Context: an optimization exercise on an open-source flow, tuned for small area, a short achievable clock period and few clock cycles per item. The choices shown serve that exercise and are no tape-out recipe. The RTL was checked by simulation tests, not by an equivalence proof against the original design. Power is estimated from default activity; no workload was simulated.

==> flow/design.v, too long to show whole: its modules and the start of the top module <==
// module gain_core_s1: 553 lines
// module gain_recode: 29 lines
// module gain_core_s2: 119 lines
// module gain_core: 12 lines
// module axis_gain_wrapper: 145 lines
module axis_gain_wrapper #(
    parameter integer C_S_AXI_DATA_WIDTH = 32,
    parameter integer C_S_AXI_ADDR_WIDTH = 4,
    parameter integer AUDIO_WIDTH        = 16,
    parameter integer GAIN_FBITS         = 12
)(
    input  wire aclk,
    input  wire aresetn,
    input  wire [31:0] s_axis_tdata,
    input  wire        s_axis_tlast,
    input  wire        s_axis_tvalid,
    output wire        s_axis_tready,
    output wire [31:0] m_axis_tdata,
    output wire        m_axis_tlast,
    output wire        m_axis_tvalid,
    input  wire        m_axis_tready,
    input  wire [C_S_AXI_ADDR_WIDTH-1:0] s_axi_awaddr,
    input  wire                          s_axi_awvalid,
    output wire                          s_axi_awready,
    input  wire [C_S_AXI_DATA_WIDTH-1:0] s_axi_wdata,
    input  wire [3:0]                    s_axi_wstrb,
    input  wire                          s_axi_wvalid,
    output wire                          s_axi_wready,
    output wire [1:0]                    s_axi_bresp,
    output reg                           s_axi_bvalid,
    input  wire                          s_axi_bready,
    input  wire [C_S_AXI_ADDR_WIDTH-1:0] s_axi_araddr,
    input  wire                          s_axi_arvalid,
    output wire                          s_axi_arready,
    output reg  [C_S_AXI_DATA_WIDTH-1:0] s_axi_rdata,
    output wire [1:0]                    s_axi_rresp,
    output reg                           s_axi_rvalid,
    input  wire                          s_axi_rready
);
  // ...
==> flow/flow/run.sh <==
#!/bin/bash
# Standard layout with two changes:
#  - the port buffers use the smallest buffer cell;
#  - m_axis_tready and s_axis_tready sit next to each other (flow/io.tcl);
#  - after the standard synthesis, flow/flip_fa.py removes inverters around
#    full adders (a full adder is self-dual, so some adders take the
#    complements of their inputs instead); registers are not touched.
# Each step's output goes to its own log file in this folder.
set -euo pipefail
export BUFFER_PORTS_ARGS="-buffer_cell sky130_fd_sc_hd__buf_1"
export IO_CONSTRAINTS="$PWD/flow/io.tcl"
RES=orfs/results/sky130hd/axis_gain_wrapper/base
bash standard.sh synth > synth_flow.log 2>&1
cp "$RES/1_2_yosys.v" synth_netlist_standard.v
python3 flow/flip_fa.py synth_netlist_standard.v "$RES/1_2_yosys.v" > flip_fa.log 2>&1
touch "$RES/1_2_yosys.v"
bash standard.sh > layout_flow.log 2>&1
==> flow/flow/flip_fa.py <==
#!/usr/bin/env python3
"""Post-synthesis clean-up of inverters around full adders.

A full adder is self-dual: FA(~a, ~b, ~c) = (~sum, ~cout). Synthesis often
leaves inverters between full adders. This script chooses a set of full
adders to "flip" (feed them the complements of their inputs; their outputs
then carry the complements of the original values) so that fewer signals
need an inverted copy, then rebuilds the inverters: one inverter per signal
that some input needs inverted. Registers and all other cells are left as
they are; the logic function of every register input and output port is
unchanged.

usage: flip_fa.py IN.v OUT.v
"""
import re, sys, collections

OUTP = {'X', 'Y', 'Q', 'Q_N', 'SUM', 'COUT', 'HI', 'LO'}

def is_inv(t):
    return re.match(r'sky130_fd_sc_hd__(inv|clkinv)_\d+$', t) is not None

def is_fa(t):
    return re.match(r'sky130_fd_sc_hd__fa_\d+$', t) is not None

def norm(n):
    return n.strip()

def emit_net(n):
    return n + ' ' if n.startswith('\\') else n

def main():
    src, dst = sys.argv[1], sys.argv[2]
    text = open(src).read()
    cell_re = re.compile(r'^  (sky130_fd_sc_hd__\w+) (\S+)\s+\((.*?)\n  \);\n', re.S | re.M)
    cells = []
    first = None; last = None
    for m in cell_re.finditer(text):
        if first is None: first = m.start()
        last = m.end()
        pins = [(p, norm(n)) for p, n in re.findall(r'\.(\w+)\(([^()]*)\)', m.group(3))]
        cells.append([m.group(1), m.group(2), pins])
    head, tail = text[:first], text[last:]
    assert tail.strip().startswith('endmodule'), 'unexpected netlist layout'
    assert 'assign' not in head and 'assign' not in tail, 'assign statements not handled'
    # port bits
    ports = set()
    for kind, rng, names in re.findall(r'^\s*(input|output|inout)\s*(\[[^\]]*\])?\s*([^;]*);', head, re.M):
        for nm in names.split(','):
            nm = nm.strip()
            if rng:
                hi, lo = [int(x) for x in rng[1:-1].split(':')]
                for b in range(min(hi, lo), max(hi, lo) + 1):
                    ports.add(f'{nm}[{b}]')
            ports.add(nm)
    drv = {}
    for i, (t, nm, pins) in enumerate(cells):
        for p, n in pins:
            if p in OUTP:
                drv[n] = (i, p)
    removable = [is_inv(t) and dict(pins)['Y'] not in ports for t, nm, pins in cells]
    fa = [is_fa(t) for t, nm, pins in cells]

    def root(n):
        par = 0
        while n in drv and removable[drv[n][0]]:
            n = dict(cells[drv[n][0]][2])['A']
            par ^= 1
        return n, par

    # consumer pins: (cell, pin index, root, parity)
    cons = collections.defaultdict(list)
    for i, (t, nm, pins) in enumerate(cells):
        if removable[i]: continue
        for k, (p, n) in enumerate(pins):
            if p in OUTP: continue
            r, q = root(n)
            cons[r].append((i, k, q))

    def rdrv(r):
        if r in drv and fa[drv[r][0]]:
            return drv[r][0]
        return None

    flip = [0] * len(cells)

    def need(r):
        d = rdrv(r)
        fd = flip[d] if d is not None else 0
        return any(q ^ fd ^ (flip[i] if fa[i] else 0) for i, k, q in cons[r])

    touch = collections.defaultdict(set)
    for r, lst in cons.items():
        for i, k, q in lst:
            touch[i].add(r)
        d = rdrv(r)
        if d is not None:
            touch[d].add(r)
    before = sum(need(r) for r in cons)
    improved = True
    while improved:
        improved = False
        for i in range(len(cells)):
            if not fa[i]: continue
            rs = touch[i]
            b = sum(need(r) for r in rs)
            flip[i] ^= 1
            a = sum(need(r) for r in rs)
            if a < b:
                improved = True
            else:
                flip[i] ^= 1
    after = sum(need(r) for r in cons)

    # the outputs of flipped adders now carry complemented values: rename them
    ren = {}
    for i in range(len(cells)):
        if flip[i]:
            for k, (p, n) in enumerate(cells[i][2]):
                if p in OUTP:
                    assert n not in ports
                    ren[n] = f'_ff{len(ren)}_'
                    cells[i][2][k] = (p, ren[n])
    # rebuild
    invnet = {}
    newcells = []
    wires = []
    for r in sorted(cons):
        if need(r):
            n = f'_fi{len(invnet)}_'
            invnet[r] = n
            wires.append(f'  wire {n};\n')
            newcells.append(f'  sky130_fd_sc_hd__inv_1 _fic{len(newcells)}_ (\n    .A({emit_net(ren.get(r, r))}),\n    .Y({n})\n  );\n')
    for r, lst in cons.items():
        d = rdrv(r)
        fd = flip[d] if d is not None else 0
        for i, k, q in lst:
            par = q ^ fd ^ (flip[i] if fa[i] else 0)
            p, n = cells[i][2][k]
            cells[i][2][k] = (p, invnet[r] if par else ren.get(r, r))
    # drop declarations of wires no cell uses any more (the removed inverters' outputs)
    used = set()
    for i, (t, nm, pins) in enumerate(cells):
        if removable[i]: continue
        for p, n in pins:
            used.add(n)
            used.add(re.sub(r'\[\d+\]$', '', n))
    def keep(line):
        m = re.match(r'^  wire (\S+) ?;$', line)
        if not m: return True
        return m.group(1) in used or m.group(1) in ports
    head = '\n'.join(l for l in head.split('\n') if keep(l))
    out = [head.rstrip('\n') + '\n']
    out.extend(wires)
    out.extend(f'  wire {n};\n' for n in ren.values())
    for i, (t, nm, pins) in enumerate(cells):
        if removable[i]: continue
        body = ',\n'.join(f'    .{p}({emit_net(n)})' for p, n in pins)
        out.append(f'  {t} {emit_net(nm)} (\n{body}\n  );\n')
    out.extend(newcells)
    out.append(tail)
    open(dst, 'w').write(''.join(out))
    nrem = sum(removable)
    sys.stderr.write(f'flip_fa: removed {nrem} inverters, added {len(newcells)}; '
                     f'flipped {sum(flip)} of {sum(fa)} full adders '
                     f'(inverted signals {before} -> {after})\n')

main()
==> flow/flow/io.tcl <==
# Keep the two ready pins of the stream side by side: s_axis_tready is a
# combinational function of m_axis_tready (the only input-to-output path).
set_io_pin_constraint -group -order -pin_names {m_axis_tready s_axis_tready}
==> flow/standard.sh <==
#!/bin/bash
# synth_recipe.tcl (not shown) runs the flow's synth.tcl, then flattens the netlist and writes it again
# the make line also repeats each setting of config.mk as NAME=value (left out here)
make -C /OpenROAD-flow-scripts/flow DESIGN_CONFIG=/design/flow/config.mk WORK_HOME=/design/flow/orfs CLKGATE_MAP_FILE= SYNTH_SCRIPT=/design/flow/synth_recipe.tcl "${@:-finish}"
==> flow/config.mk <==
export PLATFORM = sky130hd
export DESIGN_NAME = axis_gain_wrapper
export DESIGN_NICKNAME = axis_gain_wrapper
export VERILOG_FILES = /design/flow/design.v
export SDC_FILE = /design/flow/constraint.sdc
export NUM_CORES = 4
export LEC_CHECK = 0
export ABC_AREA = 1
export CAP_MARGIN = 20
export CORE_MARGIN = 2
export CORE_UTILIZATION = 40
export CTS_BUF_LIST = sky130_fd_sc_hd__clkbuf_8
export CTS_CLUSTER_DIAMETER = 60
export CTS_CLUSTER_SIZE = 14
export SETUP_SLACK_MARGIN = 4.35
export SLEW_MARGIN = 20
==> flow/constraint.sdc <==
create_clock -name core_clock -period 8.0 [get_ports {aclk}]
set_input_delay 1.6000 -clock core_clock [delete_from_list [all_inputs] [get_ports {aclk}]]
set_output_delay 1.6000 -clock core_clock [all_outputs]
set_load 0.01 [all_outputs]
==> impl_metrics.xml, run 1 <==
<?xml version="1.0" encoding="UTF-8"?>
<metrics>
  <group name="outcome">
    <metric name="status" unit="">no timing/DRC/antenna violations</metric>
  </group>
  <group name="drt">
    <metric name="drt-vias-per-instance" unit="">5.15</metric>
    <metric name="detail_route.iter0.violations" unit="">972</metric>
    <metric name="met3_wirelength_from_detailed_routing" unit="um">4230</metric>
    <metric name="drtAntennaViolNets" unit="">0</metric>
  </group>
  <group name="finish">
    <metric name="final_instance_count_excl_fillers" unit="">2948</metric>
    <metric name="nMultiInputCombCells" unit="">1335</metric>
    <metric name="non_clock_inverter_count" unit="">316</metric>
    <metric name="final_cell_mix" unit="">297 x sky130_fd_sc_hd__nand2_1, 296 x sky130_fd_sc_hd__edfxtp_1, 279 x sky130_fd_sc_hd__inv_1, 279 x sky130_fd_sc_hd__xor2_1, 233 x sky130_fd_sc_hd__o22ai_1</metric>
  </group>
  <group name="place">
    <metric name="hpwl" unit="um">36500</metric>
    <metric name="numPlacedInstances" unit="">2816</metric>
  </group>
  <group name="job">
    <metric name="cap_violations" unit="">0</metric>
  </group>
  <group name="timing">
    <metric name="timing.final.crit_share" unit="%">45.7</metric>
    <metric name="slew_viol_final" unit="">0</metric>
    <metric name="grt_setup_unrepaired" unit="">yes</metric>
  </group>
  <group name="clocking">
    <metric name="clock_latency" unit="ps">630</metric>
    <metric name="post_cts_resize_count" unit="">29</metric>
    <metric name="cts-htree-levels" unit="">2</metric>
    <metric name="post_cts_hold_buffer_count" unit="">0</metric>
  </group>
  <group name="setup_path">
    <metric name="regToRegEndpoint" unit="">cil[1]$_DFFE_PP_</metric>
    <metric name="critPathMostFrequentCell" unit="">sky130_fd_sc_hd__fa_1</metric>
    <metric name="critical-path-slowest-cell" unit="">sky130_fd_sc_hd__fa_1</metric>
  </group>
  <group name="worst_hold_path">
    <metric name="holdCritStartpoint" unit="">l1$_DFFE_PP_</metric>
    <metric name="whs_path_depth" unit="">0</metric>
  </group>
  <group name="pwr">
    <metric name="ir_drop" unit="mV">0.160</metric>
    <metric name="power_switching_share" unit="%">41.2</metric>
  </group>
  <group name="floorplanning">
    <metric name="tap_cells" unit="">704</metric>
    <metric name="initial_utilization" unit="%">40.3</metric>
  </group>
  <group name="global_route">
    <metric name="top_usage_layer" unit="">met2</metric>
    <metric name="first_global_vias" unit="">15536</metric>
  </group>
</metrics>
Testbench counts, summed over its fixed seeds: cycles 16,480, samples 16,384.
==> inputs of run 2 (changes only) <==
--- a/flow/flow/run.sh
+++ b/flow/flow/run.sh
@@ -3,8 +3,10 @@
 #  - the port buffers use the smallest buffer cell;
 #  - m_axis_tready and s_axis_tready sit next to each other (flow/io.tcl);
 #  - after the standard synthesis, flow/flip_fa.py removes inverters around
-#    full adders (a full adder is self-dual, so some adders take the
-#    complements of their inputs instead); registers are not touched.
+#    full adders and xor gates (a full adder is self-dual, so some adders
+#    take the complements of their inputs instead; an xor2 absorbs an
+#    inverted input or output by becoming an xnor2); registers are not
+#    touched.
 # Each step's output goes to its own log file in this folder.
 set -euo pipefail
 export BUFFER_PORTS_ARGS="-buffer_cell sky130_fd_sc_hd__buf_1"
--- a/flow/flow/flip_fa.py
+++ b/flow/flow/flip_fa.py
@@ -21,6 +21,14 @@
 
 def is_fa(t):
     return re.match(r'sky130_fd_sc_hd__fa_\d+$', t) is not None
+
+XOR_SWAP = {}
+for k in (1, 2, 4):
+    XOR_SWAP[f'sky130_fd_sc_hd__xor2_{k}'] = f'sky130_fd_sc_hd__xnor2_{k}'
+    XOR_SWAP[f'sky130_fd_sc_hd__xnor2_{k}'] = f'sky130_fd_sc_hd__xor2_{k}'
+
+def is_xor(t):
+    return t in XOR_SWAP
 
 def norm(n):
     return n.strip()
@@ -59,6 +67,8 @@
                 drv[n] = (i, p)
     removable = [is_inv(t) and dict(pins)['Y'] not in ports for t, nm, pins in cells]
     fa = [is_fa(t) for t, nm, pins in cells]
+    xo = [is_xor(t) for t, nm, pins in cells]
+    flex = [a or b for a, b in zip(fa, xo)]
 
     def root(n):
         par = 0
@@ -77,7 +87,7 @@
             cons[r].append((i, k, q))
 
     def rdrv(r):
-        if r in drv and fa[drv[r][0]]:
+        if r in drv and flex[drv[r][0]]:
             return drv[r][0]
         return None
 
@@ -86,7 +96,7 @@
     def need(r):
         d = rdrv(r)
         fd = flip[d] if d is not None else 0
-        return any(q ^ fd ^ (flip[i] if fa[i] else 0) for i, k, q in cons[r])
+        return any(q ^ fd ^ (flip[i] if fa[i] else 0) for i, k, q in cons[r] if not xo[i])
 
     touch = collections.defaultdict(set)
     for r, lst in cons.items():
@@ -96,25 +106,44 @@
         if d is not None:
             touch[d].add(r)
     before = sum(need(r) for r in cons)
-    improved = True
-    while improved:
-        improved = False
-        for i in range(len(cells)):
-            if not fa[i]: continue
-            rs = touch[i]
-            b = sum(need(r) for r in rs)
+    # greedy single flips, then a few rounds of random perturbation kept
+    # only when they lower the count (deterministic seed)
+    def descend(order):
+        improved = True
+        while improved:
+            improved = False
+            for i in order:
+                rs = touch[i]
+                b = sum(need(r) for r in rs)
+                flip[i] ^= 1
+                a = sum(need(r) for r in rs)
+                if a < b:
+                    improved = True
+                else:
+                    flip[i] ^= 1
+    import random
+    rng = random.Random(1)
+    idx = [i for i in range(len(cells)) if flex[i]]
+    descend(idx)
+    best = sum(need(r) for r in cons)
+    best_flip = list(flip)
+    for it in range(600):
+        for i in rng.sample(idx, max(1, len(idx) // 10)):
             flip[i] ^= 1
-            a = sum(need(r) for r in rs)
-            if a < b:
-                improved = True
-            else:
-                flip[i] ^= 1
+        order = list(idx)
+        rng.shuffle(order)
+        descend(order)
+        cur = sum(need(r) for r in cons)
+        if cur < best:
+            best, best_flip = cur, list(flip)
+        else:
+            flip[:] = best_flip
     after = sum(need(r) for r in cons)
 
     # the outputs of flipped adders now carry complemented values: rename them
     ren = {}
     for i in range(len(cells)):
-        if flip[i]:
+        if flip[i] and flex[i]:
             for k, (p, n) in enumerate(cells[i][2]):
                 if p in OUTP:
                     assert n not in ports
@@ -130,13 +159,28 @@
             invnet[r] = n
             wires.append(f'  wire {n};\n')
             newcells.append(f'  sky130_fd_sc_hd__inv_1 _fic{len(newcells)}_ (\n    .A({emit_net(ren.get(r, r))}),\n    .Y({n})\n  );\n')
+    xpar = [0] * len(cells)
     for r, lst in cons.items():
         d = rdrv(r)
         fd = flip[d] if d is not None else 0
         for i, k, q in lst:
+            p, n = cells[i][2][k]
+            if xo[i]:
+                # an xor takes the signal as it is; its type absorbs the parity
+                xpar[i] ^= q ^ fd
+                cells[i][2][k] = (p, ren.get(r, r))
+                continue
             par = q ^ fd ^ (flip[i] if fa[i] else 0)
-            p, n = cells[i][2][k]
             cells[i][2][k] = (p, invnet[r] if par else ren.get(r, r))
+    nswap = 0
+    for i in range(len(cells)):
+        if xo[i] and (xpar[i] ^ flip[i]):
+            new_t = XOR_SWAP[cells[i][0]]
+            opin = 'Y' if 'xnor' in new_t else 'X'
+            cells[i][0] = new_t
+            cells[i][2] = [(opin if p in ('X', 'Y') else p, n) for p, n in cells[i][2]]
+            nswap += 1
+
     # drop declarations of wires no cell uses any more (the removed inverters' outputs)
     used = set()
     for i, (t, nm, pins) in enumerate(cells):
@@ -161,7 +205,7 @@
     open(dst, 'w').write(''.join(out))
     nrem = sum(removable)
     sys.stderr.write(f'flip_fa: removed {nrem} inverters, added {len(newcells)}; '
-                     f'flipped {sum(flip)} of {sum(fa)} full adders '
+                     f'flipped {sum(f for f, a in zip(flip, fa) if a)} of {sum(fa)} full adders and {sum(f for f, x in zip(flip, xo) if x)} of {sum(xo)} xors, {nswap} xor/xnor swaps '
                      f'(inverted signals {before} -> {after})\n')
 
 main()
--- a/flow/config.mk
+++ b/flow/config.mk
@@ -9,8 +9,6 @@
 export CAP_MARGIN = 20
 export CORE_MARGIN = 2
 export CORE_UTILIZATION = 40
-export CTS_BUF_LIST = sky130_fd_sc_hd__clkbuf_8
-export CTS_CLUSTER_DIAMETER = 60
-export CTS_CLUSTER_SIZE = 14
+export CTS_BUF_LIST = sky130_fd_sc_hd__clkbuf_4 sky130_fd_sc_hd__clkbuf_8
 export SETUP_SLACK_MARGIN = 4.35
 export SLEW_MARGIN = 20
==> run 2 against run 1 <==
Compared with the run above:
- first-iteration DRC count grew 9.6%
- core utilization grew 1.4 points
- via count shrank 0.86%
- non-clock buffer count grew 8
- final cell count shrank 2.2%
- critical path depth shrank 4
- final area grew 1.1%
- count of clock-buffer cells in the layout grew 32
- maximum frequency shrank 3.2%
==> impl_metrics.xml, run 2 <==
<?xml version="1.0" encoding="UTF-8"?>
<metrics>
  <group name="drt">
    <metric name="drc" unit="">0</metric>
    <metric name="wl" unit="um">52200</metric>
    <metric name="avgRoutedWirePerCell" unit="um">18.1</metric>
    <metric name="detail_route.first_pass.iterations" unit="">5</metric>
    <metric name="drt-vias-per-instance" unit="">5.22</metric>
    <metric name="detail_route.iter0.violations" unit="">1065</metric>
    <metric name="number_of_vias_in_the_routed_layout" unit="">15052</metric>
    <metric name="drtAntennaViolNets" unit="">0</metric>
  </group>
  <group name="setup_path">
    <metric name="critical_path_fanout_max" unit="">2</metric>
    <metric name="cp-end-kind" unit="">output pin</metric>
    <metric name="critical_path.startpoint_type" unit="">input pin</metric>
    <metric name="ff2ff_setup_slack" unit="ps">4330</metric>
    <metric name="worst-setup-path-type" unit="">input pin to output pin</metric>
    <metric name="ff_to_ff_start" unit="">b0r[3]$_DFFE_PP_</metric>
    <metric name="worst_path_largest_cell_delay" unit="ps">150</metric>
    <metric name="cp_cell_sequence" unit="">buf_8 -&gt; nor2_4 -&gt; clkinvlp_4 -&gt; clkbuf_16 -&gt; buf_6</metric>
    <metric name="worst-endpoint-required" unit="ps">6400</metric>
    <metric name="critical-path-slowest-cell" unit="">sky130_fd_sc_hd__clkbuf_16</metric>
    <metric name="worst_r2r_path_depth" unit="">9</metric>
    <metric name="regToRegEndpoint" unit="">cir[1]$_DFFE_PP_</metric>
    <metric name="cp_data_arrival_time" unit="ps">2180</metric>
  </group>
  <group name="timing">
    <metric name="grt_setup_unrepaired" unit="">yes</metric>
    <metric name="worst_slack" unit="ps">4220</metric>
    <metric name="timing.final.crit_share" unit="%">47.2</metric>
    <metric name="timing.setup.tns" unit="ps">0</metric>
    <metric name="worstMarginPinSlew" unit="ps">1090</metric>
    <metric name="hold-worst-slack" unit="ps">419</metric>
    <metric name="final_hold_viol_count" unit="">0</metric>
    <metric name="worst_clock_skew" unit="ps">29.0</metric>
    <metric name="timing.final.setup_violations" unit="">0</metric>
    <metric name="slew_viol_final" unit="">0</metric>
    <metric name="fmaxAchievable" unit="MHz">265</metric>
    <metric name="relative_slew_slack" unit="%">27.1</metric>
    <metric name="layout_min_cycle_time" unit="ps">3780</metric>
  </group>
  <group name="pwr">
    <metric name="power-per-cell-area" unit="nW/um2">336</metric>
    <metric name="ir_drop" unit="mV">0.146</metric>
    <metric name="p_int" unit="mW">5.14</metric>
    <metric name="seqPwrFrac" unit="%">31.5</metric>
    <metric name="combPwrFrac" unit="%">49.9</metric>
    <metric name="power.switching" unit="mW">3.25</metric>
    <metric name="power_frac_clock" unit="%">18.6</metric>
    <metric name="power_switching_share" unit="%">38.7</metric>
    <metric name="leakage" unit="nW">11.1</metric>
  </group>
  <group name="place">
    <metric name="buffer_ports.inserted" unit="">149</metric>
    <metric name="dp_slack" unit="ps">3320</metric>
    <metric name="hpwl" unit="um">35300</metric>
    <metric name="finalWeightedCongestion" unit="">0.881</metric>
  </group>
  <group name="worst_hold_path">
    <metric name="holdCritStartpoint" unit="">l0$_DFFE_PP_</metric>
    <metric name="holdPathEnd" unit="">l1$_DFFE_PP_</metric>
    <metric name="whs_path_depth" unit="">0</metric>
    <metric name="min_path_type" unit="">flip-flop to flip-flop</metric>
  </group>
  <group name="global_route">
    <metric name="gr-total-overflow" unit="">0</metric>
    <metric name="grt_max_degree" unit="">70</metric>
    <metric name="global_route.usage.total" unit="%">18.6</metric>
    <metric name="grt_antenna_before_repair" unit="">5</metric>
    <metric name="first_global_vias" unit="">15481</metric>
    <metric name="first_pass_grt_wire_length" unit="um">83700</metric>
  </group>
  <group name="floorplanning">
    <metric name="dieArea" unit="um2">56300</metric>
    <metric name="fp.dieW" unit="um">237</metric>
    <metric name="initial_utilization" unit="%">40.4</metric>
    <metric name="core_region_area" unit="um2">53800</metric>
    <metric name="rows" unit="">85</metric>
    <metric name="boundaryPins" unit="">162</metric>
    <metric name="die-height" unit="um">237</metric>
  </group>
  <group name="finish">
    <metric name="flow.area_growth_from_synthesis" unit="%">14.6</metric>
    <metric name="final_cell_mix" unit="">296 x sky130_fd_sc_hd__nand2_1, 296 x sky130_fd_sc_hd__edfxtp_1, 237 x sky130_fd_sc_hd__xor2_1, 224 x sky130_fd_sc_hd__o22ai_1, 189 x sky130_fd_sc_hd__inv_1</metric>
    <metric name="final_core_util" unit="%">46.3</metric>
    <metric name="drive_gt1_share" unit="%">12.5</metric>
    <metric name="finish.net_count" unit="">2516</metric>
  </group>
  <group name="logic_synthesis">
    <metric name="synth_cells" unit="">1962</metric>
    <metric name="mappedNetlistArea" unit="um2">21800</metric>
    <metric name="yosys_warnings" unit="">1</metric>
    <metric name="synth_area_per_cell" unit="um2">11.1</metric>
  </group>
  <group name="clocking">
    <metric name="tritoncts_num_sinks" unit="">302</metric>
    <metric name="tritoncts" unit="">done</metric>
    <metric name="ctsLongestPathBuffers" unit="">3</metric>
    <metric name="number_of_buffers_created_by_cts" unit="">53</metric>
    <metric name="root_buffer_cell" unit="">sky130_fd_sc_hd__clkbuf_8</metric>
    <metric name="post_cts_hold_buffer_count" unit="">0</metric>
    <metric name="cts.reportedPaths.clkPinSlew" unit="ps">60</metric>
    <metric name="cts-htree-levels" unit="">2</metric>
    <metric name="clock_latency" unit="ps">630</metric>
  </group>
  <group name="job">
    <metric name="cap_violations" unit="">0</metric>
  </group>
  <group name="outcome">
    <metric name="status" unit="">no timing/DRC/antenna violations</metric>
  </group>
</metrics>
run 2: power by group through the flow:
| stage | clock network [mW] | registers [mW] | logic [mW] |
|---|---|---|---|
| 2_1_floorplan | 0 | 2.66 | 3.08 |
| 3_3_place_gp | 0 | 2.68 | 3.97 |
| 3_5_place_dp | 0 | 2.69 | 4.08 |
| 4_1_cts | 1.61 | 2.66 | 4.15 |
| 5_1_grt | 1.68 | 2.69 | 4.85 |
| 6_report | 1.56 | 2.64 | 4.19 |
run 2: per-stage QoR:
| step | instance area (um2) | instances | power, mW |
|---|---|---|---|
| detailed placement | 22900 | 2719 | 6.77 |
| CTS | 24600 | 2869 | 8.42 |
| global route | 24900 | 2881 | 9.21 |
| floorplan | 21800 | 1965 | 5.74 |
| global placement | 22900 | 2719 | 6.65 |
| finish | 24900 | 2883 | 8.39 |
run 2: what timing repair did:
action / CTS / global route
hold endpoints to repair: 0 / 0
buffers inserted: 51 / 11
setup endpoints to repair: 97 / 15
cloned: 2 / 0
pin swaps: 3 / 18
gates resized for setup: 29 / 44
run 2: how the worst max path moves through the flow:
| stage | start | end | slack (ps) | cells past startpoint |
|---|---|---|---|---|
| after global placement | m_axis_tready | d0[29]$_DFFE_PP_ | 3410 | 6 |
| after detailed placement | m_axis_tready | d0[29]$_DFFE_PP_ | 3320 | 6 |
| after CTS | m_axis_tready | s_axis_tready | 4110 | 5 |
| after floorplan | m_axis_tready | s_axis_tready | 2460 | 2 |
| after global routing | m_axis_tready | s_axis_tready | 4190 | 5 |
| final | m_axis_tready | s_axis_tready | 4220 | 5 |
run 2: final cells by class:
| cell class | instances | area [um2] |
|---|---|---|
| well taps | 696 | 871 |
| diodes | 3 | 7.51 |
| flip-flops and latches | 302 | 9010 |
| inverters | 219 | 931 |
| clock buffers | 69 | 868 |
| multi-input cells | 1335 | 11700 |
| repair buffers | 231 | 1290 |
| clock inverters | 28 | 295 |
| fillers | 5008 | 28900 |
run 2: worst max-delay path, delay by kind of cell:
| kind | cells | cell delay (ps) |
|---|---|---|
| AND/OR/NAND/NOR | 1 | 100 |
| buffers and inverters | 4 | 470 |
run 2: metal layers:
| metal | track usage [%] | up-vias | share of wire [%] |
|---|---|---|---|
| met4 | 7.26 | 4 | 3.4 |
| li1 | - | 7065 | - |
| met5 | 0 | - | 0.034 |
| met1 | 25.0 | 7230 | 43 |
| met3 | 5.06 | 121 | 9.3 |
| met2 | 28.8 | 632 | 44 |
==> inputs of run 3 (changes only) <==
--- a/flow/flow/run.sh
+++ b/flow/flow/run.sh
@@ -6,7 +6,8 @@
 #    full adders and xor gates (a full adder is self-dual, so some adders
 #    take the complements of their inputs instead; an xor2 absorbs an
 #    inverted input or output by becoming an xnor2); registers are not
-#    touched.
+#    touched. The gate that drives s_axis_tready (and s_axi_arready) is
+#    copied for the loads inside, so the port does not share their fanout.
 # Each step's output goes to its own log file in this folder.
 set -euo pipefail
 export BUFFER_PORTS_ARGS="-buffer_cell sky130_fd_sc_hd__buf_1"
--- a/flow/flow/flip_fa.py
+++ b/flow/flow/flip_fa.py
@@ -1,13 +1,15 @@
 #!/usr/bin/env python3
-"""Post-synthesis clean-up of inverters around full adders.
-
-A full adder is self-dual: FA(~a, ~b, ~c) = (~sum, ~cout). Synthesis often
-leaves inverters between full adders. This script chooses a set of full
-adders to "flip" (feed them the complements of their inputs; their outputs
-then carry the complements of the original values) so that fewer signals
-need an inverted copy, then rebuilds the inverters: one inverter per signal
-that some input needs inverted. Registers and all other cells are left as
-they are; the logic function of every register input and output port is
+"""Post-synthesis clean-up of inverters around full adders and xor gates.
+
+A full adder is self-dual: FA(~a, ~b, ~c) = (~sum, ~cout). An xor2 takes an
+inverted input, or gives an inverted output, by becoming an xnor2 (and back).
+Synthesis often leaves inverters between such cells. This script chooses a
+set of full adders and xors to "flip" (a flipped adder takes the complements
+of its inputs and its outputs carry the complements of the original values;
+a flipped xor gives the complement of its original output) so that fewer
+signals need an inverted copy, then rebuilds the inverters: one inverter per
+signal that some input needs inverted. Registers and all other cells are left
+as they are; the logic function of every register input and output port is
 unchanged.
 
 usage: flip_fa.py IN.v OUT.v
@@ -193,6 +195,30 @@
         if not m: return True
         return m.group(1) in used or m.group(1) in ports
     head = '\n'.join(l for l in head.split('\n') if keep(l))
+    # an output port driven by a single-input/simple gate that also feeds
+    # logic inside: give the inside loads their own copy of the gate, so the
+    # port's path does not carry the inside fanout
+    ndup = 0
+    for i, (t, nm, pins) in enumerate(cells):
+        if removable[i] or cells[i][0] in XOR_SWAP or fa[i]: continue
+        if not re.match(r'sky130_fd_sc_hd__(inv|clkinv|nand2|nor2|or2|and2|buf|clkbuf)_\d+$', t): continue
+        outs = [(k, n) for k, (p, n) in enumerate(pins) if p in OUTP]
+        if len(outs) != 1: continue
+        k, n = outs[0]
+        if n not in ports: continue
+        inside = [(j, kk) for j, (tt, nn, pp) in enumerate(cells) if not removable[j]
+                  for kk, (p2, n2) in enumerate(pp) if p2 not in OUTP and n2 == n]
+        if not inside: continue
+        nn = f'_fd{ndup}_'
+        ndup += 1
+        wires.append(f'  wire {nn};\n')
+        newpins = [(p, nn if kk == k else x) for kk, (p, x) in enumerate(pins)]
+        body = ',\n'.join(f'    .{p}({emit_net(x)})' for p, x in newpins)
+        newcells.append(f'  {t} _fdc{ndup}_ (\n{body}\n  );\n')
+        for j, kk in inside:
+            p2, n2 = cells[j][2][kk]
+            cells[j][2][kk] = (p2, nn)
+    sys.stderr.write(f'flip_fa: {ndup} output port drivers duplicated for inside loads\n')
     out = [head.rstrip('\n') + '\n']
     out.extend(wires)
     out.extend(f'  wire {n};\n' for n in ren.values())
==> run 3 against run 2 <==
Compared with the run above:
- still clean on timing, DRC and antenna
- clock skew fell by 5.4 ps
- clock power down 17%
- synthesized area barely moved
- first-iteration DRC count up 1.1%
- setup slack better by 120 ps
- combinational power down 1%
- register-to-register slack barely moved
- wire length is 1.3% lower
- critical path depth is 4 higher
- die area barely moved
- critical endpoint is now cir[1]$_DFFE_PP_
- largest power group unchanged
==> impl_metrics.xml, run 3 <==
<?xml version="1.0" encoding="UTF-8"?>
<metrics>
  <group name="finish">
    <metric name="layout.filler_cells" unit="">5066</metric>
    <metric name="flow.area_growth_from_synthesis" unit="%">12.6</metric>
    <metric name="ff_latch_area" unit="um2">9010</metric>
    <metric name="final_instance_count_excl_fillers" unit="">2866</metric>
    <metric name="commonest_non_fill_non_tap_cell_in_the_layout" unit="">sky130_fd_sc_hd__nand2_1</metric>
    <metric name="drive_gt1_share" unit="%">11.1</metric>
    <metric name="finish.net_count" unit="">2507</metric>
    <metric name="multi_input_comb_area" unit="um2">11600</metric>
    <metric name="final_cell_mix" unit="">297 x sky130_fd_sc_hd__nand2_1, 296 x sky130_fd_sc_hd__edfxtp_1, 236 x sky130_fd_sc_hd__xor2_1, 229 x sky130_fd_sc_hd__o22ai_1, 193 x sky130_fd_sc_hd__inv_1</metric>
  </group>
  <group name="setup_path">
    <metric name="cp_cell_sequence" unit="">clkinvlp_4 -&gt; o22ai_2 -&gt; xor2_1 -&gt; fa_1 -&gt; fa_1 -&gt; fa_1 -&gt; fa_1 -&gt; ha_1 -&gt; a21o_1</metric>
    <metric name="worst-endpoint-required" unit="ps">8370</metric>
    <metric name="critical-path-slowest-cell" unit="">sky130_fd_sc_hd__fa_1</metric>
    <metric name="cp_data_arrival_time" unit="ps">4030</metric>
    <metric name="worst_path_largest_cell_delay" unit="ps">540</metric>
    <metric name="critPathMostFrequentCell" unit="">sky130_fd_sc_hd__fa_1</metric>
    <metric name="critical_path_fanout_max" unit="">4</metric>
    <metric name="cp_num_buf_inv" unit="">1</metric>
    <metric name="cpLargestDelayFamily" unit="">adder cells</metric>
    <metric name="worst-setup-path-type" unit="">flip-flop to flip-flop</metric>
    <metric name="critical_path.startpoint_type" unit="">flip-flop</metric>
    <metric name="cp-end-kind" unit="">flip-flop</metric>
  </group>
  <group name="place">
    <metric name="finalWeightedCongestion" unit="">0.857</metric>
    <metric name="numPlacedInstances" unit="">2718</metric>
    <metric name="hpwl" unit="um">35200</metric>
    <metric name="buffer_ports.inserted" unit="">149</metric>
  </group>
  <group name="pwr">
    <metric name="power.switching" unit="mW">3.21</metric>
    <metric name="ir_drop" unit="mV">0.137</metric>
    <metric name="combPwrFrac" unit="%">51.3</metric>
    <metric name="seqPwrFrac" unit="%">32.7</metric>
    <metric name="power-per-cell-area" unit="nW/um2">330</metric>
    <metric name="leakage" unit="nW">10.8</metric>
    <metric name="power_switching_share" unit="%">39.7</metric>
    <metric name="finalPower" unit="mW">8.10</metric>
    <metric name="power_frac_clock" unit="%">16.0</metric>
    <metric name="p_int" unit="mW">4.88</metric>
  </group>
  <group name="timing">
    <metric name="worst_clock_skew" unit="ps">23.6</metric>
    <metric name="worstMarginPinSlew" unit="ps">1230</metric>
    <metric name="fmaxAchievable" unit="MHz">273</metric>
    <metric name="timing.final.setup_violations" unit="">0</metric>
    <metric name="slew_viol_final" unit="">0</metric>
    <metric name="grt_setup_unrepaired" unit="">yes</metric>
    <metric name="relative_slew_slack" unit="%">18.0</metric>
    <metric name="final_hold_viol_count" unit="">0</metric>
    <metric name="timing.setup.tns" unit="ps">0</metric>
    <metric name="timing.final.crit_share" unit="%">45.7</metric>
    <metric name="layout_min_cycle_time" unit="ps">3660</metric>
  </group>
  <group name="clocking">
    <metric name="cts-htree-levels" unit="">2</metric>
    <metric name="tritoncts" unit="">done</metric>
    <metric name="clock_latency" unit="ps">630</metric>
    <metric name="ctsLongestPathBuffers" unit="">3</metric>
    <metric name="number_of_buffers_created_by_cts" unit="">53</metric>
    <metric name="root_buffer_cell" unit="">sky130_fd_sc_hd__clkbuf_8</metric>
    <metric name="tritoncts_num_sinks" unit="">302</metric>
    <metric name="cts.reportedPaths.clkPinSlew" unit="ps">60</metric>
  </group>
  <group name="drt">
    <metric name="number_of_vias_in_the_routed_layout" unit="">15005</metric>
    <metric name="wl" unit="um">51500</metric>
    <metric name="drtAntennaViolNets" unit="">0</metric>
    <metric name="detail_route.first_pass.iterations" unit="">5</metric>
    <metric name="detail_route.iter0.violations" unit="">1077</metric>
    <metric name="avgRoutedWirePerCell" unit="um">18.0</metric>
    <metric name="drc" unit="">0</metric>
    <metric name="drt-vias-per-instance" unit="">5.24</metric>
  </group>
  <group name="logic_synthesis">
    <metric name="mappedNetlistArea" unit="um2">21800</metric>
    <metric name="synth_area_per_cell" unit="um2">11.1</metric>
    <metric name="synth_cells" unit="">1964</metric>
    <metric name="yosys_warnings" unit="">1</metric>
  </group>
  <group name="floorplanning">
    <metric name="rows" unit="">85</metric>
    <metric name="die-height" unit="um">237</metric>
    <metric name="core_region_area" unit="um2">53800</metric>
    <metric name="dieArea" unit="um2">56300</metric>
    <metric name="boundaryPins" unit="">162</metric>
    <metric name="initial_utilization" unit="%">40.4</metric>
    <metric name="fp.dieW" unit="um">237</metric>
  </group>
  <group name="global_route">
    <metric name="first_global_vias" unit="">15416</metric>
    <metric name="first_pass_grt_wire_length" unit="um">82900</metric>
    <metric name="grt_max_degree" unit="">197</metric>
    <metric name="gr-total-overflow" unit="">0</metric>
    <metric name="grt_antenna_before_repair" unit="">1</metric>
    <metric name="global_route.usage.total" unit="%">18.4</metric>
  </group>
  <group name="worst_hold_path">
    <metric name="min_path_type" unit="">flip-flop to flip-flop</metric>
  </group>
  <group name="job">
    <metric name="cap_violations" unit="">0</metric>
  </group>
  <group name="outcome">
    <metric name="status" unit="">no timing/DRC/antenna violations</metric>
  </group>
</metrics>
==> run 3: power by group through the flow <==
stage | clock network [mW] | logic (mW) | registers [mW]
2_1_floorplan | 0 | 3.08 | 2.66
3_3_place_gp | 0 | 3.98 | 2.68
3_5_place_dp | 0 | 4.11 | 2.69
4_1_cts | 1.35 | 4.17 | 2.66
5_1_grt | 1.42 | 4.83 | 2.69
6_report | 1.30 | 4.15 | 2.64
==> run 3: routing by layer <==
metal  vias to the layer above  track usage, %  wire (um)
li1                       7029               -          -
met1                      7214            25.1      22400
met2                       642            29.0      23100
met3                       120            3.96       4350
met4                         0            6.99       1690
met5                         -               0          0
==> run 3: layout make-up <==
cell class | instances | area share (%)
tap | 696 | 3.55
timing repair buffer | 220 | 4.58
antenna | 1 | 0.0102
clock buffer | 66 | 3.37
sequential | 302 | 36.8
inverter | 221 | 3.80
clock inverter | 25 | 0.475
multi-input combinational | 1335 | 47.4
==> run 3: repair_timing <==
action,4_1_cts,5_1_grt
gates cloned,0,0
buffers inserted,39,17
pin swaps,0,11
hold buffers,0,0
gates resized for setup,24,27
endpoints found under the setup margin,13,13
==> run 3: stage by stage <==
step	hold slack, ps	utilization, %	area [um2]	worst slack [ps]
after detailed placement	406	42.5	22900	4040
after floorplan	400	-	21800	2920
after CTS	425	45.0	24200	4290
final	422	45.5	24500	4340
after global placement	402	42.5	22900	4010
after global routing	446	45.5	24500	4260
==> run 3: path summary, 6_finish.rpt <==
check | depth (start not counted) | to | from | slack [ps]
worst max register to register | 9 | cir[1]$_DFFE_PP_ | b0r[0]$_DFFE_PP_ | 4340
worst min-delay path | 0 | l2$_DFFE_PP_ | l1$_DFFE_PP_ | 420
worst min register to register | 0 | l2$_DFFE_PP_ | l1$_DFFE_PP_ | 420
worst max-delay path | 9 | cir[1]$_DFFE_PP_ | b0r[0]$_DFFE_PP_ | 4340
==> inputs of run 4 (changes only) <==
--- a/flow/flow/run.sh
+++ b/flow/flow/run.sh
@@ -1,5 +1,5 @@
 #!/bin/bash
-# Standard layout with two changes:
+# Standard layout with these changes:
 #  - the port buffers use the smallest buffer cell;
 #  - m_axis_tready and s_axis_tready sit next to each other (flow/io.tcl);
 #  - after the standard synthesis, flow/flip_fa.py removes inverters around
==> run 4 against run 3 <==
Compared with the run above:
- still clean
- sequential power about the same
- hold slack stayed put
- core utilization is the same
- sequential cell count unchanged
- clock power hardly changed
- die area unchanged
- global-route usage stayed put
- setup slack did not move
- critical endpoint unchanged
==> impl_metrics.xml, run 4 <==
<?xml version="1.0" encoding="UTF-8"?>
<metrics>
  <group name="outcome">
    <metric name="status" unit="">no timing/DRC/antenna violations</metric>
  </group>
  <group name="timing">
    <metric name="worst_clock_skew" unit="ps">23.6</metric>
    <metric name="grt_setup_unrepaired" unit="">yes</metric>
    <metric name="slew_viol_final" unit="">0</metric>
    <metric name="fmaxAchievable" unit="MHz">273</metric>
    <metric name="layout_min_cycle_time" unit="ps">3660</metric>
    <metric name="worst_slack" unit="ps">4340</metric>
    <metric name="timing.final.setup_violations" unit="">0</metric>
    <metric name="worstMarginPinSlew" unit="ps">1230</metric>
    <metric name="hold-worst-slack" unit="ps">422</metric>
    <metric name="timing.final.crit_share" unit="%">45.7</metric>
    <metric name="timing.setup.tns" unit="ps">0</metric>
    <metric name="relative_slew_slack" unit="%">18.0</metric>
    <metric name="final_hold_viol_count" unit="">0</metric>
  </group>
  <group name="clocking">
    <metric name="root_buffer_cell" unit="">sky130_fd_sc_hd__clkbuf_8</metric>
    <metric name="cts-htree-levels" unit="">2</metric>
    <metric name="tritoncts" unit="">done</metric>
    <metric name="tritoncts_num_sinks" unit="">302</metric>
    <metric name="ctsLongestPathBuffers" unit="">3</metric>
    <metric name="clock_latency" unit="ps">630</metric>
    <metric name="post_cts_hold_buffer_count" unit="">0</metric>
    <metric name="cts.reportedPaths.clkPinSlew" unit="ps">60</metric>
    <metric name="number_of_buffers_created_by_cts" unit="">53</metric>
  </group>
  <group name="setup_path">
    <metric name="cpLargestDelayFamily" unit="">adder cells</metric>
    <metric name="cp-end-kind" unit="">flip-flop</metric>
    <metric name="cp_num_buf_inv" unit="">1</metric>
    <metric name="critical-path-slowest-cell" unit="">sky130_fd_sc_hd__fa_1</metric>
    <metric name="critPathMostFrequentCell" unit="">sky130_fd_sc_hd__fa_1</metric>
    <metric name="worst_path_largest_cell_delay" unit="ps">540</metric>
    <metric name="cp_data_arrival_time" unit="ps">4030</metric>
    <metric name="cp_cell_sequence" unit="">clkinvlp_4 -&gt; o22ai_2 -&gt; xor2_1 -&gt; fa_1 -&gt; fa_1 -&gt; fa_1 -&gt; fa_1 -&gt; ha_1 -&gt; a21o_1</metric>
    <metric name="worst-endpoint-required" unit="ps">8370</metric>
    <metric name="critical_path_fanout_max" unit="">4</metric>
    <metric name="critical_path.startpoint_type" unit="">flip-flop</metric>
    <metric name="worst-setup-path-type" unit="">flip-flop to flip-flop</metric>
  </group>
  <group name="global_route">
    <metric name="grtUsageMet3" unit="%">3.96</metric>
    <metric name="grt_max_degree" unit="">197</metric>
    <metric name="gr-usage-met2" unit="%">29.0</metric>
    <metric name="global_route.usage.total" unit="%">18.4</metric>
    <metric name="first_global_vias" unit="">15416</metric>
    <metric name="gr-usage-met1" unit="%">25.1</metric>
    <metric name="grt_antenna_before_repair" unit="">1</metric>
    <metric name="first_pass_grt_wire_length" unit="um">82900</metric>
    <metric name="gr-total-overflow" unit="">0</metric>
    <metric name="top_usage_layer" unit="">met2</metric>
  </group>
  <group name="finish">
    <metric name="final_core_util" unit="%">45.5</metric>
    <metric name="flow.area_growth_from_synthesis" unit="%">12.6</metric>
    <metric name="drive_gt1_share" unit="%">11.1</metric>
    <metric name="finish.net_count" unit="">2507</metric>
    <metric name="final_instance_count_excl_fillers" unit="">2866</metric>
    <metric name="stdcell_area" unit="um2">24500</metric>
    <metric name="final_cell_mix" unit="">297 x sky130_fd_sc_hd__nand2_1, 296 x sky130_fd_sc_hd__edfxtp_1, 236 x sky130_fd_sc_hd__xor2_1, 229 x sky130_fd_sc_hd__o22ai_1, 193 x sky130_fd_sc_hd__inv_1</metric>
    <metric name="commonest_non_fill_non_tap_cell_in_the_layout" unit="">sky130_fd_sc_hd__nand2_1</metric>
  </group>
  <group name="drt">
    <metric name="wl" unit="um">51500</metric>
    <metric name="drt-vias-per-instance" unit="">5.24</metric>
    <metric name="number_of_vias_in_the_routed_layout" unit="">15005</metric>
    <metric name="avgRoutedWirePerCell" unit="um">18.0</metric>
    <metric name="drtAntennaViolNets" unit="">0</metric>
    <metric name="detail_route.first_pass.iterations" unit="">5</metric>
    <metric name="detail_route.iter0.violations" unit="">1077</metric>
    <metric name="drc" unit="">0</metric>
  </group>
  <group name="logic_synthesis">
    <metric name="synth_cells" unit="">1964</metric>
    <metric name="synth_area_per_cell" unit="um2">11.1</metric>
    <metric name="yosys_warnings" unit="">1</metric>
    <metric name="mappedNetlistArea" unit="um2">21800</metric>
  </group>
  <group name="pwr">
    <metric name="combPwrFrac" unit="%">51.3</metric>
    <metric name="p_int" unit="mW">4.88</metric>
    <metric name="ir_drop" unit="mV">0.137</metric>
    <metric name="leakage" unit="nW">10.8</metric>
    <metric name="power-per-cell-area" unit="nW/um2">330</metric>
    <metric name="finalPower" unit="mW">8.10</metric>
    <metric name="power_switching_share" unit="%">39.7</metric>
    <metric name="power_frac_clock" unit="%">16.0</metric>
    <metric name="power.switching" unit="mW">3.21</metric>
    <metric name="seqPwrFrac" unit="%">32.7</metric>
  </group>
  <group name="worst_hold_path">
    <metric name="min_path_type" unit="">flip-flop to flip-flop</metric>
  </group>
  <group name="floorplanning">
    <metric name="die-height" unit="um">237</metric>
    <metric name="boundaryPins" unit="">162</metric>
    <metric name="core_region_area" unit="um2">53800</metric>
    <metric name="fp.dieW" unit="um">237</metric>
    <metric name="dieArea" unit="um2">56300</metric>
    <metric name="rows" unit="">85</metric>
    <metric name="initial_utilization" unit="%">40.4</metric>
  </group>
  <group name="job">
    <metric name="cap_violations" unit="">0</metric>
  </group>
  <group name="place">
    <metric name="dpl_cell_area" unit="um2">22900</metric>
    <metric name="finalWeightedCongestion" unit="">0.857</metric>
    <metric name="dp_slack" unit="ps">4040</metric>
    <metric name="numPlacedInstances" unit="">2718</metric>
    <metric name="buffer_ports.inserted" unit="">149</metric>
    <metric name="hpwl" unit="um">35200</metric>
  </group>
</metrics>
-- run 4: cell counts in the layout (fill, tap and decap cells not counted) --
Identical to the previous run, type by type.
-- run 4: routing by layer --
layer  vias up  share of wire [%]
met5         -                  0
met3       120                8.4
met4         0                3.3
met1      7214                 43
met2       642                 45
li1       7029                  -
-- run 4: power groups by stage --
stage	logic (mW)	registers, mW	clock network, mW
after floorplan	3.08	2.66	0
after global placement	3.98	2.68	0
after detailed placement	4.11	2.69	0
after CTS	4.17	2.66	1.35
after global routing	4.83	2.69	1.42
final	4.15	2.64	1.30
-- run 4: final cells by class --
cell class	instances	area [um2]
inverters	221	931
well taps	696	871
multi-input cells	1335	11600
diodes	1	2.50
flip-flops and latches	302	9010
clock inverters	25	116
repair buffers	220	1120
clock buffers	66	827
fillers	5066	29300
-- run 4: path summary, 6_finish.rpt --
path | from | end | slack (ps) | cells after the start
setup / recovery | b0r[0]$_DFFE_PP_ | cir[1]$_DFFE_PP_ | 4340 | 9
hold / removal | l1$_DFFE_PP_ | l2$_DFFE_PP_ | 420 | 0
setup reg to reg | b0r[0]$_DFFE_PP_ | cir[1]$_DFFE_PP_ | 4340 | 9
hold reg to reg | l1$_DFFE_PP_ | l2$_DFFE_PP_ | 420 | 0
-- run 4: timing repair --
action	4_1_cts	5_1_grt
resized for setup	24	27
endpoints found under the hold margin	0	0
setup buffers	39	17
endpoints found under the setup margin	13	13
pin swaps	0	11

re-timing with driven ports:
In the flow no input, the clock included, has a driving cell. The finished layouts below were timed again as built, in two steps.
Step 1 assumes that a clkbuf_16 drives the clock port and a buf_2 every other input.
Step 2 moves the port delays by t, midway between the first and last clock arrival at a register: inputs arrive t later, outputs are due t later. That takes back most of the time a late clock gives input paths.
Slacks: ideal ports / drivers / drivers and shift; pairs: ideal ports / drivers.
| run | t, ns | setup slack, ns | hold WS [ns] | cell pins on the clock port's net |
|---|---|---|---|---|
| run 1 | 0.659 | 4.343 / 4.313 / 4.313 | 0.419 / 0.419 / 0.419 | 1 |
| run 2 | 0.669 | 4.222 / 4.184 / 4.046 | 0.419 / 0.419 / 0.419 | 1 |
| run 3 | 0.676 | 4.343 / 4.343 / 4.343 | 0.422 / 0.422 / 0.422 | 1 |
| run 4 | 0.676 | 4.343 / 4.343 / 4.343 | 0.422 / 0.422 / 0.422 | 1 |
After both steps setup and hold are still met in every run listed. The setup slack of run 2, which loses most, moves by -0.038 ns with the drivers and by -0.176 ns with both steps.
